From an optimization exercise on the open Yosys and OpenROAD flow, aimed at small area, a short achievable clock period and few clock cycles per item; shortcuts taken in it are not production practice.
No run shown here included a check of the RTL's function; only the layout flow was run.
Power is estimated from default activity; no workload was simulated.

===== design/flow/flow/run.sh =====
#!/bin/bash
# Standard layout, with a small buffer on each port instead of the default one.
set -euo pipefail
echo 'export BUFFER_PORTS_ARGS = -buffer_cell sky130_fd_sc_hd__buf_1' >> config.mk
bash standard.sh > flow.log 2>&1

===== design/flow/design.v =====
module demosaic(clk, reset, in_en, data_in, wr_r, addr_r, wdata_r, rdata_r, wr_g, addr_g, wdata_g, rdata_g, wr_b, addr_b, wdata_b, rdata_b, done);
input clk;
input reset;
input in_en;
input [7:0] data_in;
output reg wr_r;
output reg [13:0] addr_r;
output reg [7:0] wdata_r;
input [7:0] rdata_r;
output reg wr_g;
output reg [13:0] addr_g;
output reg [7:0] wdata_g;
input [7:0] rdata_g;
output reg wr_b;
output reg [13:0] addr_b;
output reg [7:0] wdata_b;
input [7:0] rdata_b;
output reg done;
reg p1, p2;              
reg [6:0] row, col;      
reg f0, f1, f126, f127;  
reg [1:0] mid_sel;       
reg [8:0] s_old, s_new;
reg [7:0] m_old, m_new;
wire [7:0] mid_v = (mid_sel == 2'd0) ? rdata_r : (mid_sel == 2'd1) ? rdata_g : rdata_b;
wire [7:0] tb_a  = (mid_sel == 2'd0) ? rdata_g : rdata_r;
wire [7:0] tb_b  = (mid_sel == 2'd2) ? rdata_g : rdata_b;
wire [8:0] s_in  = tb_a + tb_b;
wire [8:0] horiz_s = m_old + rdata_g;
wire [9:0] diag_rg = s_old + rdata_r + rdata_g;
wire [9:0] diag_gb = s_old + rdata_g + rdata_b;
wire [9:0] sm      = s_new + m_old;
wire [9:0] gsum_s  = sm + (row[0] ? rdata_r : rdata_b);
wire [7:0] horiz = horiz_s[8:1];
wire [7:0] vert  = s_new[8:1];
wire r0 = row[0];
wire c0 = col[0];
wire own_g = (r0 == c0);
wire own_r = ~r0 & c0;
wire own_b = r0 & ~c0;
wire [6:0] rm2 = row - 7'd2;
wire [6:0] rm1 = row - 7'd1;
wire [6:0] rp1 = row + 7'd1;
wire [6:0] col2 = col - 7'd2;
wire [13:0] a_own = {row, col};
wire [6:0] vrow = f0 ? rm2 : f1 ? rm1 : row;
wire [6:0] trow = f0 ? rm1 : f1 ? row : rp1;
wire [13:0] a_v = {vrow, col2};
wire [13:0] a_t = {trow, col2};
wire [13:0] a_k = {row, col};
wire [13:0] a_pr = f126 ? {row, 7'd0} : {rp1, col};
wire [13:0] a_c1_hi = {rp1, 7'd1};
wire [13:0] a_c1_lo = {row, 7'd1};
wire [1:0] mid_next = f126 ? 2'd0 :
                      f127 ? (r0 ? 2'd0 : 2'd1) :
                      (r0 == c0) ? (r0 ? 2'd0 : 2'd2) : 2'd1;
wire last_pix = (row == 7'd127) & f127;
wire last_step = (row == 7'd126) & f127;
wire idle = ~p1 & ~p2 & ~done;
always @(posedge clk or posedge reset) begin
	if (reset) begin
		p1 <= 1'b0;
		p2 <= 1'b0;
		done <= 1'b0;
		wr_r <= 1'b0;
		wr_g <= 1'b0;
		wr_b <= 1'b0;
	end else begin
		if (p2) begin
			wr_r <= ~own_r & ~f127 & ~last_step;
			wr_g <= ~own_g & ~f127 & ~last_step;
			wr_b <= ~own_b & ~f127 & ~last_step;
			if (last_step) begin
				p2 <= 1'b0;
				done <= 1'b1;
			end
		end else if (in_en & ~done) begin
			wr_r <= ~(f1 & r0);
			wr_g <= ~(f1 & ~r0);
			wr_b <= 1'b1;
			p1 <= ~last_pix;
			p2 <= last_pix;
		end else begin
			wr_r <= 1'b0;
			wr_g <= 1'b0;
			wr_b <= 1'b0;
		end
	end
end
always @(posedge clk) begin
	s_old <= s_new;
	m_old <= m_new;
	s_new <= s_in;
	m_new <= mid_v;
	mid_sel <= mid_next;
	if (idle) begin
		row <= 7'd0;
		col <= {6'd0, in_en};
		f0 <= ~in_en;
		f1 <= in_en;
		f126 <= 1'b0;
		f127 <= 1'b0;
	end else if (p1 & last_pix) begin
		row <= 7'd0;
		col <= 7'd126;
		f0 <= 1'b0;
		f1 <= 1'b0;
		f126 <= 1'b1;
		f127 <= 1'b0;
	end else begin
		col <= col + 7'd1;
		if (f127)
			row <= rp1;
		f0 <= f127;
		f1 <= f0;
		f126 <= (col == 7'd125);
		f127 <= f126;
	end
	if (p2) begin
		addr_r <= f127 ? (r0 ? a_c1_hi : a_c1_lo) : own_r ? a_pr : a_k;
		addr_g <= f127 ? (r0 ? a_c1_lo : a_c1_hi) : own_g ? a_pr : a_k;
		addr_b <= (f127 | own_b) ? a_pr : a_k;
		wdata_r <= own_g ? (r0 ? vert : horiz) : diag_gb[9:2];
		wdata_g <= gsum_s[9:2];
		wdata_b <= own_g ? (r0 ? horiz : vert) : diag_rg[9:2];
	end else begin
		addr_r <= own_r ? a_own : (~c0 ? a_t : a_v);
		addr_g <= own_g ? a_own : a_v;
		addr_b <= own_b ? a_own : (((~r0 & ~c0) | f1) ? a_v : a_t);
		wdata_r <= data_in;
		wdata_g <= data_in;
		wdata_b <= data_in;
	end
end
endmodule

===== design/flow/config.mk =====
export PLATFORM = sky130hd
export DESIGN_NAME = demosaic
export DESIGN_NICKNAME = demosaic
export VERILOG_FILES = /design/flow/design.v
export SDC_FILE = /design/flow/constraint.sdc
export NUM_CORES = 4
export LEC_CHECK = 0
export CAP_MARGIN = 20
export CORE_MARGIN = 2
export CORE_UTILIZATION = 40
export SETUP_SLACK_MARGIN = 2.6
export SLEW_MARGIN = 20
export BUFFER_PORTS_ARGS = -buffer_cell sky130_fd_sc_hd__buf_1

===== design/flow/standard.sh =====
#!/bin/bash
# synth_recipe.tcl (not shown) runs the flow's synth.tcl, then flattens the netlist and writes it again
# the make line also repeats each setting of config.mk as NAME=value (left out here)
make -C /OpenROAD-flow-scripts/flow DESIGN_CONFIG=/design/flow/config.mk WORK_HOME=/design/flow/orfs CLKGATE_MAP_FILE= SYNTH_SCRIPT=/design/flow/synth_recipe.tcl "${@:-finish}"

===== design/flow/constraint.sdc =====
create_clock -name core_clock -period 5.0 [get_ports {clk}]
set_input_delay 1.0000 -clock core_clock [delete_from_list [all_inputs] [get_ports {clk}]]
set_output_delay 1.0000 -clock core_clock [all_outputs]
set_load 0.01 [all_outputs]

==> results of run 1 <==
-- layer usage --
metal  GRT usage (%)  wire length [um]  up-vias  part of all wire, %
li1                -                 -     3430                    -
met1            28.7             10200     3317                   45
met2            37.8             11200      223                   49
met3            3.67               911       43                  4.0
met4            8.23               543        0                  2.4
met5               0                 0        -                    0
-- registers in the layout, summed over array words and instances, names as in the netlist, 9 cells and up --
name,flops
addr_r,14
addr_g,14
addr_b,14
s_old,9
s_new,9
-- cell type report --
class | instances | area (um^2) | share of cell area, %
sequential | 126 | 2560 | 26.1
timing repair buffer | 149 | 871 | 8.87
tap | 234 | 293 | 2.98
clock buffer | 19 | 454 | 4.63
clock inverter | 12 | 111 | 1.13
multi-input combinational | 696 | 5360 | 54.7
inverter | 30 | 155 | 1.58
-- cells in the mapped netlist, types with 4 or more instances --
cell	number
fa_1	26
and3_1	5
o22ai_1	12
ha_1	54
o21ai_0	87
o221ai_1	5
nand2_1	95
nor3_1	17
a21o_1	11
dfxtp_1	120
nand4_1	8
or3_1	8
mux2i_1	21
a21oi_1	74
buf_1	8
xor2_1	20
clkbuf_1	31
or2_2	4
nand3_1	18
a31oi_1	11
dfrtp_1	6
buf_2	6
inv_1	27
nor2b_1	9
nand2b_1	14
a211oi_1	6
o31ai_1	13
xnor2_1	28
mux2_2	19
nor2_1	80
-- kinds of logic after synthesis --
family | Yosys count
fa+ha+maj | 80
simple gates | 276
buf+inv | 78
mux | 40
xor+xnor | 48
flops | 126
compound gates | 252
-- worst paths after layout --
path,startpoint,to,slack [ns],cells past startpoint
max in group asynchronous,reset,p2,4.30,2
hold reg to reg,m_new[5],m_old[5],0.33,0
setup reg to reg,row[0],wdata_g[6],2.29,8
hold / removal,m_new[5],m_old[5],0.33,0
min in group asynchronous,reset,p1,0.46,2
setup / recovery,rdata_b[2],wdata_g[3],2.11,11
-- repair_timing --
action                     4_1_cts  5_1_grt
setup endpoints to repair       79       61
setup buffers                   21       18
gates resized for setup         87       49
pin swaps                       48       34
-- power breakdown --
part	internal [W]	total, W	leakage [nW]	switching (W)
Combinational	0.000577	0.00122	2.58	0.000647
Sequential	0.00114	0.00122	1.07	0.0000780
Clock	0.000712	0.00120	0.282	0.000490
Total	0.00243	0.00364	3.94	0.00121
-- metrics by stage --
stage	hold slack [ns]	utilization, %
3_5_place_dp	0.312	44.7
5_1_grt	0.328	52.3
6_report	0.326	52.3
2_1_floorplan	0.310	-
4_1_cts	0.325	50.2
3_3_place_gp	0.310	44.7
==> results.sh, run 1 <==
export IMPL_status="no timing/DRC/antenna violations"
export IMPL_cpPeakStageDelay_ns=0.58
export IMPL_wl_per_cell_um=18.1
export IMPL_syn2layout_area_growth_pct=27.8
export IMPL_pin_count=105
export IMPL_finalHoldViolCount=0
export IMPL_synth_top_area_cell="dfxtp_1"
export IMPL_cp_end_kind="flop"
export IMPL_instances_no_fill=1266
export IMPL_track_usage_pct=22.3
export IMPL_setup_viol=0
export IMPL_syn_area_um2=7680
export IMPL_grt_pass1_wl_mm=34.9
export IMPL_crit_arrival_ns=3.22
export IMPL_synthMuxAreaShare_pct=5.52
export IMPL_slew_violations=0
export IMPL_setup_slack_ns=2.11
export IMPL_std_cell_rows=50
export IMPL_antenna_found_initial=0
export IMPL_synth_compound_area_share_pct=19.5
export IMPL_power_per_cell_area_nw_per_um2=371
export IMPL_synth_top_family_by_area="compound AO/OA/AOI/OAI gates"
export IMPL_fin_crit_sh_pct=57.8
export IMPL_critical_path_max_fanout=3
export IMPL_grt_overflow=0
export IMPL_vdd_drop_max_mv=0.249
export IMPL_ys_seq_area_share_pct=33.2
export IMPL_dp_cells=1196
export IMPL_max_freq_ghz=0.346
export IMPL_critPathLaunchType="primary input"
export IMPL_async_reset_ff_share_pct=4.76
export IMPL_grt_max_degree=39
export IMPL_rsz0062_at_grt="yes"
export IMPL_dpl_worst_slack_ns=1.40
export IMPL_cts_made_buffers=17
export IMPL_stdcell_area_um2=9810
export IMPL_critPathMostFrequentCell="fa_2"
export IMPL_cap_violations=0
export IMPL_route_detailed_drc=0
export IMPL_worstSkewPairLatency_ns=0.43
export IMPL_die_w_um=143
export IMPL_synth_xor_area_share_pct=5.47
export IMPL_synthCells=900
export IMPL_layout_commonest_cell="dfxtp_1"
export IMPL_viasPerCell=5.54
export IMPL_portBuffers=104
export IMPL_slew_headroom_pct=33.4
export IMPL_initial_core_util_pct=40.9
export IMPL_drtIter0Drc=493
export IMPL_hp_class="flop to flop"
export IMPL_synthSimpleGateAreaFrac_pct=16.6
export IMPL_n_antenna_cell=0
export IMPL_place_area_um2=8390
export IMPL_crit_slowest_cell="fa_2"
export IMPL_dp_hpwl_mm=16.0
export IMPL_crit_buf_inv=3
export IMPL_tightest_slew_ns=0.997
export IMPL_grt_pass1_vias=6433
export IMPL_syn_area_per_cell_um2=8.53
export IMPL_cts_sinks=126
export IMPL_synth_top_area_share_pct=31.3
export IMPL_ys_warn_count=1
export IMPL_total_power_w=0.00364
export IMPL_p_leak_nw=3.94
export IMPL_mostFrequentLayoutCells="115 x dfxtp_1, 90 x nand2_1, 89 x buf_1"
export IMPL_route_vias_total=7013
export IMPL_synthTopCellsByArea="dfxtp_1 31%, ha_1 8.8%, fa_1 6.8%"
export IMPL_cts_tree="yes"
export IMPL_ys_ff_latch=126
export IMPL_gp_congestion=0.899
export IMPL_synth_adder_area_share_pct=15.6
export IMPL_final_nets=1135
export IMPL_critical_path_required_ns=5.33
export IMPL_nFillCells=1750
export IMPL_clk_pin_slew_ns=0.06
export IMPL_crit_family="adder cells"
export IMPL_wl_mm=22.9
export IMPL_finalClockSkew_ns=0.00940
export IMPL_drtAntennaViolNets=0
export IMPL_clk_path_buf_depth=2
export IMPL_synth_edf_count=0
export IMPL_drive_above_1_share_pct=20.9
export IMPL_die_h_um=143
export IMPL_synth_nets=1015
export IMPL_fin_setup_tns_ns=0
export IMPL_synthDistinctLibCells=62
export IMPL_path_class="primary input to flop"
export IMPL_core_um2=18800
export IMPL_clockRootBuffer="clkbuf_16"
export IMPL_die_area_um2=20300
export IMPL_synth_ff_type="dfxtp_1"
export IMPL_htree_levels=4
export IMPL_dr_pass1_iters=5
export IMPL_min_period_ns=2.89
export IMPL_ctsHoldBuffers=0
export IMPL_path_cells="buf_8 -> mux2_4 -> fa_2 -> inv_2 -> fa_2 -> nor2b_1 -> o21ai_2 -> a21boi_4 -> buf_4 -> nor2_2 -> a21o_1"
==> inputs of run 2 (changes only) <==
==> design/flow/run.sh (new file) <==
#!/bin/bash
# synth_recipe.tcl (not shown) runs the flow's synth.tcl, then flattens the netlist and writes it again
# the make line also repeats each setting of config.mk as NAME=value (left out here)
make -C /OpenROAD-flow-scripts/flow DESIGN_CONFIG=/design/flow/config.mk WORK_HOME=/design/flow/orfs CLKGATE_MAP_FILE= SYNTH_SCRIPT=/design/flow/synth_recipe.tcl finish
--- a/design/flow/config.mk
+++ b/design/flow/config.mk
@@ -10,4 +10,3 @@
 export CORE_UTILIZATION = 40
 export SETUP_SLACK_MARGIN = 2.6
 export SLEW_MARGIN = 20
-export BUFFER_PORTS_ARGS = -buffer_cell sky130_fd_sc_hd__buf_1
removed: design/flow/flow/run.sh
removed: design/flow/standard.sh
==> results.sh, run 2 <==
export IMPL_p_leak_nw=4.23
export IMPL_synth_commonest_cells="120 x dfxtp_1, 95 x nand2_1, 87 x o21ai_0"
export IMPL_die_area_um2=20300
export IMPL_path_cells="buf_8 -> mux2_4 -> fa_2 -> inv_2 -> fa_2 -> nor2b_2 -> o21ai_2 -> a21boi_2 -> o31ai_2 -> a31o_2"
export IMPL_synth_top_area_cell="dfxtp_1"
export IMPL_clk_path_buf_depth=2
export IMPL_cts_made_buffers=17
export IMPL_ys_warn_count=1
export IMPL_hp_class="flop to flop"
export IMPL_reg_top3="addr_b: 14 flops, addr_g: 14 flops, addr_r: 14 flops"
export IMPL_final_nets=1133
export IMPL_fin_crit_sh_pct=56.9
export IMPL_synth_top_area_share_pct=31.3
export IMPL_intPower_w=0.00275
export IMPL_initial_core_util_pct=40.9
export IMPL_fin_setup_tns_ns=0
export IMPL_power_switching_w=0.00125
export IMPL_pin_count=105
export IMPL_cts_tree="yes"
export IMPL_final_seq_area_um2=2560
export IMPL_async_reset_ff_share_pct=4.76
export IMPL_max_freq_ghz=0.352
export IMPL_multi_input_area_um2=5460
export IMPL_critical_path_required_ns=5.32
export IMPL_path_class="primary input to flop"
export IMPL_synth_xor_area_share_pct=5.47
export IMPL_antenna_found_initial=0
export IMPL_pwr_share_comb_pct=35.9
export IMPL_crit_slowest_cell="fa_2"
export IMPL_synthSimpleGateAreaFrac_pct=16.6
export IMPL_wl_mm=23.0
export IMPL_ys_ff_latch=126
export IMPL_die_h_um=143
export IMPL_grt_pass1_wl_mm=35.5
export IMPL_finalClockSkew_ns=0.00768
export IMPL_critPathMostFrequentCell="fa_2"
export IMPL_clockRootBuffer="clkbuf_16"
export IMPL_vdd_drop_max_mv=0.291
export IMPL_dr_pass1_iters=5
export IMPL_synth_nets=1015
export IMPL_route_detailed_drc=0
export IMPL_synthTopCellsByArea="dfxtp_1 31%, ha_1 8.8%, fa_1 6.8%"
export IMPL_core_um2=18800
export IMPL_synthMuxAreaShare_pct=5.52
export IMPL_die_w_um=143
export IMPL_setup_viol=0
export IMPL_seq_power_share_pct=30.4
export IMPL_worstSkewPairLatency_ns=0.43
export IMPL_tightest_slew_ns=1.03
export IMPL_layout_commonest_cell="dfxtp_1"
export IMPL_yosysMostFrequentCell="dfxtp_1"
export IMPL_n_antenna_cell=0
export IMPL_critPathLaunchType="primary input"
export IMPL_synth_compound_area_share_pct=19.5
export IMPL_dp_cells=1195
export IMPL_instances_no_fill=1265
export IMPL_syn2layout_area_growth_pct=36.8
export IMPL_synth_ff_type="dfxtp_1"
export IMPL_cp_end_kind="flop"
export IMPL_slew_violations=0
export IMPL_clk_pin_slew_ns=0.06
export IMPL_mostFrequentLayoutCells="117 x dfxtp_1, 90 x nand2_1, 79 x clkdlybuf4s50_1"
export IMPL_drtIter0Drc=678
export IMPL_whs_ns=0.324
export IMPL_drtAntennaViolNets=0
export IMPL_wl_per_cell_um=18.2
export IMPL_route_vias_total=7080
export IMPL_cpPeakStageDelay_ns=0.56
export IMPL_syn_area_um2=7680
export IMPL_syn_area_per_cell_um2=8.53
export IMPL_synthDistinctLibCells=62
export IMPL_gp_congestion=0.896
export IMPL_finalHoldViolCount=0
export IMPL_grt_overflow=0
export IMPL_setup_slack_ns=2.16
export IMPL_grt_max_degree=59
export IMPL_track_usage_pct=22.5
export IMPL_synth_adder_area_share_pct=15.6
export IMPL_synthCells=900
export IMPL_ys_seq_area_share_pct=33.2
export IMPL_nFillCells=1683
export IMPL_power_frac_clock_pct=33.8
export IMPL_drive_above_1_share_pct=22.0
export IMPL_min_period_ns=2.84
export IMPL_dpl_worst_slack_ns=1.01
export IMPL_slew_headroom_pct=31.4
export IMPL_rsz0062_at_grt="yes"
export IMPL_power_per_cell_area_nw_per_um2=380
export IMPL_cts_sinks=126
export IMPL_crit_arrival_ns=3.17
export IMPL_status="no timing/DRC/antenna violations"
export IMPL_synth_edf_count=0
export IMPL_grt_pass1_vias=6649
export IMPL_viasPerCell=5.60
export IMPL_p_sw_share_pct=31.2
export IMPL_total_power_w=0.00400
export IMPL_htree_levels=4
export IMPL_critical_path_max_fanout=3
export IMPL_portBuffers=104
export IMPL_synth_top_family_by_area="compound AO/OA/AOI/OAI gates"
export IMPL_cap_violations=0
export IMPL_dp_hpwl_mm=15.9
export IMPL_std_cell_rows=50
## run 2: cell types whose count changed in the layout (fill, tap and decap cells not counted), sizes merged, moves of 3 or more
cell,change
clkdlybuf4s50,+79
dlygate4sd2,+6
inv,+5
clkdlybuf4s15,+5
buf,-92
clkinv,-7
bufinv,+3
## run 2: metal layers
layer,vias to the layer above,track usage (%),wire length (um)
met5,-,0,0
met2,287,38.8,11500
li1,3437,-,-
met4,0,8.34,601
met1,3308,28.4,9660
met3,48,3.57,1230
## run 2: what timing repair did
| action | 4_1_cts | 5_1_grt |
|---|---|---|
| pin swaps | 52 | 37 |
| endpoints found under the setup margin | 83 | 58 |
| resized for setup | 167 | 45 |
| hold buffers | 0 | 0 |
| setup buffers | 24 | 14 |
| cloned | 0 | 0 |
## run 2: power groups by stage
stage	registers, W	logic, W	clock network (W)
final	0.00121	0.00143	0.00135
after global routing	0.00123	0.00153	0.00141
after CTS	0.00122	0.00129	0.00136
after detailed placement	0.00124	0.00110	0
after global placement	0.00124	0.00110	0
after floorplan	0.00127	0.000641	0
## run 2: through the flow
stage	instance area (um^2)	utilization, %
after floorplan	7890	-
after global placement	9030	48.1
after detailed placement	9030	48.1
after CTS	10200	54.4
after global routing	10500	56.0
final	10500	56.0
## run 2: worst paths after layout
| kind | slack, ns | endpoint | from | cells past startpoint |
|---|---|---|---|---|
| max in group asynchronous | 3.95 | p2 | reset | 2 |
| setup / recovery | 2.16 | wdata_g[5] | rdata_b[2] | 10 |
| setup reg to reg | 2.29 | wdata_g[5] | row[0] | 10 |
| hold reg to reg | 0.32 | m_old[4] | m_new[4] | 0 |
| min in group asynchronous | 0.81 | wr_g | reset | 2 |
| hold / removal | 0.32 | m_old[4] | m_new[4] | 0 |
## run 2: area by class of cell
type / count / area share [%]
Sequential cell: 126 / 24.4
Clock buffer: 18 / 4.09
Tap cell: 234 / 2.79
Timing Repair Buffer: 147 / 13.4
Multi-Input combinational cell: 696 / 51.9
Inverter: 30 / 1.42
Clock inverter: 14 / 1.95
## run 2: critical path, delay by kind of cell
| kind | cells | cell delay, ns |
|---|---|---|
| fa+ha+maj | 2 | 0.97 |
| mux | 1 | 0.27 |
| buf+inv | 2 | 0.15 |
| simple gates | 1 | 0.13 |
| compound gates | 4 | 0.65 |
## run 2: logic make-up (layout without fill, tap and decap cells)
family / count (synthesis) / count (layout)
xor gates and xnor gates: 48 / 48
adders and majority gates: 80 / 80
DFF: 126 / 126
AOI/OAI and AO/OA: 252 / 252
and+or+nand+nor: 276 / 276
muxes: 40 / 40
buffers and inverters: 78 / 209
==> inputs of run 3 (changes only) <==
--- a/design/flow/design.v
+++ b/design/flow/design.v
@@ -26,13 +26,13 @@
 wire [7:0] tb_a  = (mid_sel == 2'd0) ? rdata_g : rdata_r;
 wire [7:0] tb_b  = (mid_sel == 2'd2) ? rdata_g : rdata_b;
 wire [8:0] s_in  = tb_a + tb_b;
-wire [8:0] horiz_s = m_old + rdata_g;
-wire [9:0] diag_rg = s_old + rdata_r + rdata_g;
-wire [9:0] diag_gb = s_old + rdata_g + rdata_b;
-wire [9:0] sm      = s_new + m_old;
-wire [9:0] gsum_s  = sm + (row[0] ? rdata_r : rdata_b);
+wire [8:0] horiz_s = m_old + mid_v;
+wire [9:0] gsum_s  = s_new + m_old + mid_v;
+wire [9:0] diag_s  = s_old + tb_a + tb_b;
 wire [7:0] horiz = horiz_s[8:1];
 wire [7:0] vert  = s_new[8:1];
+wire [7:0] gsum  = gsum_s[9:2];
+wire [7:0] diag  = diag_s[9:2];
 wire r0 = row[0];
 wire c0 = col[0];
 wire own_g = (r0 == c0);
@@ -120,9 +120,9 @@
 		addr_r <= f127 ? (r0 ? a_c1_hi : a_c1_lo) : own_r ? a_pr : a_k;
 		addr_g <= f127 ? (r0 ? a_c1_lo : a_c1_hi) : own_g ? a_pr : a_k;
 		addr_b <= (f127 | own_b) ? a_pr : a_k;
-		wdata_r <= own_g ? (r0 ? vert : horiz) : diag_gb[9:2];
-		wdata_g <= gsum_s[9:2];
-		wdata_b <= own_g ? (r0 ? horiz : vert) : diag_rg[9:2];
+		wdata_r <= own_g ? (r0 ? vert : horiz) : diag;
+		wdata_g <= gsum;
+		wdata_b <= own_g ? (r0 ? horiz : vert) : diag;
 	end else begin
 		addr_r <= own_r ? a_own : (~c0 ? a_t : a_v);
 		addr_g <= own_g ? a_own : a_v;
--- a/design/flow/config.mk
+++ b/design/flow/config.mk
@@ -8,5 +8,4 @@
 export CAP_MARGIN = 20
 export CORE_MARGIN = 2
 export CORE_UTILIZATION = 40
-export SETUP_SLACK_MARGIN = 2.6
 export SLEW_MARGIN = 20
==> results.sh, run 3 <==
export IMPL_status="no timing/DRC/antenna violations"
export IMPL_use_met3_pct=3.46
export IMPL_layout_commonest_cell="dfxtp_1"
export IMPL_die_w_um=137
export IMPL_std_cell_rows=48
export IMPL_initial_core_util_pct=40.9
export IMPL_ys_ff_latch=126
export IMPL_cts_resized=0
export IMPL_htree_levels=4
export IMPL_clk_pin_slew_ns=0.06
export IMPL_synth_top_area_share_pct=33.8
export IMPL_grt_util_met2_pct=35.0
export IMPL_reg_top3="addr_b: 14 flops, addr_g: 14 flops, addr_r: 14 flops"
export IMPL_setup_viol=0
export IMPL_synth_ff_type="dfxtp_1"
export IMPL_dr_pass1_iters=6
export IMPL_cts_tree="yes"
export IMPL_grt_pass1_wl_mm=29.8
export IMPL_final_nets=1024
export IMPL_syn_area_um2=7110
export IMPL_slew_violations=0
export IMPL_cts_made_buffers=17
export IMPL_min_period_ns=3.85
export IMPL_core_um2=17400
export IMPL_grt_most_used_layer="met2"
export IMPL_gp_congestion=0.858
export IMPL_synthCells=839
export IMPL_grt_overflow=0
export IMPL_cts_sinks=126
export IMPL_met1_usage_pct=26.0
export IMPL_clockRootBuffer="clkbuf_16"
export IMPL_worstRegToRegCells=8
export IMPL_hold_depth=0
export IMPL_pin_count=105
export IMPL_viasPerCell=5.32
export IMPL_instances_no_fill=1162
export IMPL_die_area_um2=18800
export IMPL_cts_setup_buffers=0
export IMPL_drive_above_1_share_pct=6.40
export IMPL_ys_seq_area_share_pct=35.9
export IMPL_syn2layout_area_growth_pct=25.7
export IMPL_p_leak_nw=3.86
export IMPL_crit_arrival_ns=4.19
export IMPL_async_reset_ff_share_pct=4.76
export IMPL_vdd_drop_max_mv=0.314
export IMPL_worstSkewPairLatency_ns=0.42
export IMPL_grt_pass1_vias=5837
export IMPL_cp_end_kind="flop"
export IMPL_max_freq_ghz=0.260
export IMPL_wl_per_cell_um=15.9
export IMPL_critical_path_max_fanout=29
export IMPL_mostFrequentLayoutCells="120 x dfxtp_1, 104 x clkdlybuf4s50_1, 93 x nand2_1"
export IMPL_synthDistinctLibCells=64
export IMPL_hp_class="flop to flop"
export IMPL_wl_mm=18.5
export IMPL_slew_headroom_pct=32.1
export IMPL_fin_crit_sh_pct=77.1
export IMPL_fin_setup_tns_ns=0
export IMPL_drtIter0Drc=332
export IMPL_syn_area_per_cell_um2=8.47
export IMPL_cap_violations=0
export IMPL_finalHoldViolCount=0
export IMPL_grt_max_degree=59
export IMPL_synthTopCellsByArea="dfxtp_1 34%, ha_1 8.1%, o21ai_0 6.2%"
export IMPL_power_per_cell_area_nw_per_um2=807
export IMPL_dp_hpwl_mm=13.7
export IMPL_critical_path_required_ns=5.34
export IMPL_route_vias_total=6178
export IMPL_synth_nets=938
export IMPL_dp_cells=1131
export IMPL_yosysMostFrequentCell="dfxtp_1"
export IMPL_tightest_slew_ns=1.02
export IMPL_route_detailed_drc=0
export IMPL_die_h_um=137
export IMPL_synth_edf_count=0
export IMPL_ctsHoldBuffers=0
export IMPL_clk_path_buf_depth=2
export IMPL_finalClockSkew_ns=0.00882
export IMPL_rsz0062_at_grt="no"
export IMPL_synth_top_area_cell="dfxtp_1"
export IMPL_synth_commonest_cells="120 x dfxtp_1, 93 x nand2_1, 88 x o21ai_0"
export IMPL_drtAntennaViolNets=0
export IMPL_ys_warn_count=1
export IMPL_nFillCells=1676
export IMPL_critPathLaunchType="flop"
export IMPL_track_usage_pct=20.7
export IMPL_path_class="flop to flop"
export IMPL_portBuffers=104
export IMPL_antenna_found_initial=0
export IMPL_n_antenna_cell=0
==> run 3: cell types whose count changed after synthesis, moves of 6 or more <==
cell      change
inv_1        +37
a21oi_1      -24
nor2_1       -23
nand2b_1     -10
fa_1          -8
ha_1          -8
o21a_1        +7
o31ai_1       -6
==> run 3: final timing paths <==
path                           from  slack, ns        end
setup / recovery             row[0]       1.15  addr_g[1]
hold / removal             m_new[0]       0.33   m_old[0]
setup reg to reg             row[0]       1.15  addr_g[1]
hold reg to reg            m_new[0]       0.33   m_old[0]
max in group asynchronous     reset       3.96       wr_b
min in group asynchronous     reset       0.82       wr_g
==> run 3: layout make-up <==
class / count / area, um^2 / area share [%]
clock inverters: 12 / 183 / 2.05
flip-flops and latches: 126 / 2550 / 28.6
multi-input cells: 601 / 4120 / 46.2
repair buffers: 111 / 1090 / 12.2
inverters: 68 / 255 / 2.86
well taps: 225 / 282 / 3.15
clock buffers: 19 / 443 / 4.96
==> run 3: kinds of logic (layout without fill, tap and decap cells) <==
group	Yosys count	in the layout	share of synthesized area, %
AOI/OAI and AO/OA	227	227	19.2
and+or+nand+nor	226	226	14.3
DFF	126	126	35.9
buffers and inverters	112	210	6.09
adders and majority gates	64	64	13.2
xor gates and xnor gates	46	46	5.67
muxes	38	38	5.69
==> run 3: worst max-delay path, stage by stage, from the launching register on <==
cell and delay, ns:
dfxtp_1 0.31, buf_4 0.33, clkinv_1 0.69, ha_1 1.06, clkinv_1 0.56, a21oi_1 0.43, a21o_1 0.21, nand2_1 0.08
o21ai_0 0.08
==> run 3: report_power, final <==
group | switching, W | leakage, nW | internal [W]
clock network | 0.000466 | 0.309 | 0.000850
registers | 0.000266 | 1.07 | 0.00146
logic | 0.00225 | 2.48 | 0.00191
total | 0.00298 | 3.86 | 0.00422
==> run 3: stage by stage <==
step | power [W] | hold WS, ns | area [um^2] | utilization (%) | setup slack [ns]
2_1_floorplan | 0.00459 | 0.310 | 7110 | - | 1.67
3_3_place_gp | 0.00586 | 0.310 | 8300 | 47.8 | 0.908
3_5_place_dp | 0.00590 | 0.313 | 8300 | 47.8 | 0.841
4_1_cts | 0.00725 | 0.327 | 8930 | 51.4 | 1.18
5_1_grt | 0.00784 | 0.329 | 8930 | 51.4 | 0.898
6_report | 0.00721 | 0.326 | 8930 | 51.4 | 1.15
==> run 3: layer usage <==
layer	vias up	routed length, um
li1	3071	-
met1	2898	8400
met2	180	8930
met3	29	765
met4	0	433
met5	-	0
==> inputs of run 4 (changes only) <==
--- a/design/flow/config.mk
+++ b/design/flow/config.mk
@@ -5,7 +5,9 @@
 export SDC_FILE = /design/flow/constraint.sdc
 export NUM_CORES = 4
 export LEC_CHECK = 0
+export ABC_CLOCK_PERIOD_IN_PS = 2000
 export CAP_MARGIN = 20
 export CORE_MARGIN = 2
 export CORE_UTILIZATION = 40
+export SETUP_SLACK_MARGIN = 2.6
 export SLEW_MARGIN = 20
==> results.sh, run 4 <==
export IMPL_status="no timing/DRC/antenna violations"
export IMPL_synthCells=839
export IMPL_layout_commonest_cell="dfxtp_1"
export IMPL_synth_top_area_share_pct=33.8
export IMPL_cp_end_kind="flop"
export IMPL_synthDistinctLibCells=64
export IMPL_drtAntennaViolNets=0
export IMPL_vdd_drop_max_mv=0.486
export IMPL_dp_hpwl_mm=14.0
export IMPL_power_frac_clock_pct=12.9
export IMPL_final_seq_area_um2=2570
export IMPL_wl_mm=20.1
export IMPL_intPower_w=0.00523
export IMPL_cap_violations=0
export IMPL_synth_commonest_cells="120 x dfxtp_1, 93 x nand2_1, 88 x o21ai_0"
export IMPL_min_period_ns=3.17
export IMPL_min_from="m_new[0]"
export IMPL_wl_per_cell_um=16.7
export IMPL_critPathMostFrequentCell="nor2_4"
export IMPL_clk_path_buf_depth=2
export IMPL_track_usage_pct=22.2
export IMPL_p_leak_nw=4.22
export IMPL_ys_warn_count=1
export IMPL_syn_area_per_cell_um2=8.47
export IMPL_synthTopCellsByArea="dfxtp_1 34%, ha_1 8.1%, o21ai_0 6.2%"
export IMPL_yosysMostFrequentCell="dfxtp_1"
export IMPL_synth_nets=938
export IMPL_pwr_share_comb_pct=67.5
export IMPL_fin_setup_tns_ns=0
export IMPL_route_vias_total=6411
export IMPL_n_antenna_cell=0
export IMPL_portBuffers=104
export IMPL_cpPeakStageDelay_ns=0.41
export IMPL_antenna_found_initial=0
export IMPL_crit_arrival_ns=3.52
export IMPL_whs_ns=0.328
export IMPL_cts_made_buffers=17
export IMPL_grt_pass1_vias=6249
export IMPL_power_switching_w=0.00370
export IMPL_std_cell_rows=48
export IMPL_async_reset_ff_share_pct=4.76
export IMPL_total_power_w=0.00893
export IMPL_syn2layout_area_growth_pct=39.3
export IMPL_rsz0062_at_grt="yes"
export IMPL_r2r_start="mid_sel[1]"
export IMPL_drtIter0Drc=390
export IMPL_worstSkewPairLatency_ns=0.43
export IMPL_tightest_slew_ns=0.596
export IMPL_slew_headroom_pct=60.0
export IMPL_critical_path_max_fanout=5
export IMPL_p_sw_share_pct=41.5
export IMPL_grt_max_degree=50
export IMPL_path_cells="buf_12 -> nor2_4 -> mux2_4 -> inv_2 -> fa_1 -> buf_4 -> inv_1 -> ha_4 -> a31oi_4 -> nor2b_4 -> a41o_4 -> nor2_4 -> xnor2_2 -> o22ai_2 -> a21oi_2"
export IMPL_grt_pass1_wl_mm=32.0
export IMPL_multi_input_area_um2=4750
export IMPL_reg_top3="addr_b: 14 flops, addr_g: 14 flops, addr_r: 14 flops"
export IMPL_seq_power_share_pct=19.5
export IMPL_route_detailed_drc=0
export IMPL_hp_class="flop to flop"
export IMPL_dr_pass1_iters=4
export IMPL_pin_count=105
export IMPL_ys_ff_latch=126
export IMPL_setup_viol=0
export IMPL_crit_slowest_cell="fa_1"
export IMPL_mostFrequentLayoutCells="115 x dfxtp_1, 87 x nand2_1, 79 x clkdlybuf4s50_1"
export IMPL_critical_path_required_ns=5.35
export IMPL_initial_core_util_pct=40.9
export IMPL_clockRootBuffer="clkbuf_16"
export IMPL_slew_violations=0
export IMPL_viasPerCell=5.31
export IMPL_synth_top_area_cell="dfxtp_1"
export IMPL_final_nets=1069
export IMPL_crit_start="mid_sel[1]"
export IMPL_drive_above_1_share_pct=22.9
export IMPL_fin_crit_sh_pct=63.4
export IMPL_ctsHoldBuffers=0
export IMPL_core_um2=17400
export IMPL_syn_area_um2=7110
export IMPL_cts_sinks=126
export IMPL_finalClockSkew_ns=0.0112
export IMPL_clk_pin_slew_ns=0.06
export IMPL_grt_overflow=0
export IMPL_ys_seq_area_share_pct=35.9
export IMPL_die_area_um2=18800
export IMPL_synth_ff_type="dfxtp_1"
export IMPL_crit_buf_inv=4
export IMPL_finalHoldViolCount=0
export IMPL_die_w_um=137
export IMPL_max_freq_ghz=0.315
export IMPL_htree_levels=4
export IMPL_critPathLaunchType="flop"
export IMPL_nFillCells=1577
export IMPL_cts_tree="yes"
export IMPL_synth_edf_count=0
export IMPL_die_h_um=137
export IMPL_crit_family="compound AO/OA/AOI/OAI gates"
export IMPL_gp_congestion=0.891
export IMPL_power_per_cell_area_nw_per_um2=903
export IMPL_path_class="flop to flop"
[run 4: area by class of cell]
type                       instances  share of cell area (%)
multi-input combinational        601                    47.9
sequential                       126                    25.9
clock buffer                      19                    4.37
timing repair buffer             156                    15.0
inverter                          68                    2.73
clock inverter                    13                    1.16
tap                              225                    2.84
[run 4: per-stage QoR]
stage / cells / cell area, um^2 / setup slack, ns / utilization [%]
6_report: 1208 / 9900 / 1.83 / 57.0
5_1_grt: 1208 / 9900 / 1.72 / 57.0
4_1_cts: 1196 / 9630 / 1.86 / 55.5
3_5_place_dp: 1130 / 8390 / 1.01 / 48.3
3_3_place_gp: 1130 / 8390 / 1.03 / 48.3
2_1_floorplan: 839 / 7200 / 1.80 / -
[run 4: power groups by stage]
stage                     sequential [W]  clock [W]  combinational [W]
after global routing             0.00180    0.00122            0.00660
after detailed placement         0.00177          0            0.00431
after floorplan                  0.00174          0            0.00302
after CTS                        0.00175    0.00118            0.00548
after global placement           0.00176          0            0.00427
final                            0.00175    0.00115            0.00603
[run 4: kinds of logic after synthesis]
logic type / after synthesis / share of synthesized area (%)
xor gates and xnor gates: 46 / 5.67
muxes: 38 / 5.69
adders and majority gates: 64 / 13.2
AOI/OAI and AO/OA: 227 / 19.2
DFF: 126 / 35.9
buffers and inverters: 112 / 6.09
and+or+nand+nor: 226 / 14.3
[run 4: repair_timing]
action,4_1_cts,5_1_grt
cloned,1,0
endpoints found under the hold margin,0,0
resized for setup,164,49
setup buffers,33,12
setup endpoints to repair,85,61
pin swaps,59,33
[run 4: path summary, 6_finish.rpt]
kind	endpoint	slack [ns]	cells after the start
worst max-delay path	wdata_r[2]	1.83	15
worst max register to register	wdata_r[2]	1.83	15
worst min-delay path	m_old[0]	0.33	0
max in group asynchronous	wr_b	4.01	2
worst min register to register	m_old[0]	0.33	0
min in group asynchronous	p1	0.80	2
[run 4: metal layers]
metal | vias up | track usage (%) | share of wire, %
met5 | - | 0 | 0
li1 | 3163 | - | -
met2 | 187 | 38.8 | 50
met4 | 0 | 10.7 | 3.3
met1 | 3020 | 26.7 | 43
met3 | 41 | 3.31 | 4.2

## what the ideal ports hide
How much do the figures lean on ideal ports? The routed layouts below were timed once more, with nothing changed but the port constraints.
Step 1: set_driving_cell puts a clkbuf_16 on clk and a buf_2 on each other input, an assumption about the parent block.
Step 2 moves the port delays by t, midway between the first and last clock arrival at a register: inputs arrive t later, outputs are due t later. That takes back most of the time a late clock gives input paths.
Three values: ideal, step 1, step 2; two values: the first two.
| run | t (ns) | setup WS [ns] | clock arrival spread, ns |
|---|---|---|---|
| run 1 | 0.473 | 2.112 / 2.119 / 1.646 | 0.009 / 0.009 |
| run 2 | 0.471 | 2.156 / 2.159 / 1.688 | 0.008 / 0.008 |
| run 3 | 0.461 | 1.147 / 1.147 / 0.805 | 0.012 / 0.013 |
| run 4 | 0.468 | 1.829 / 1.829 / 1.436 | 0.016 / 0.015 |
After both steps every run listed still meets setup and hold. For run 2, which loses most, drivers alone change the setup slack by +0.003 ns; drivers and shift together by -0.468 ns.
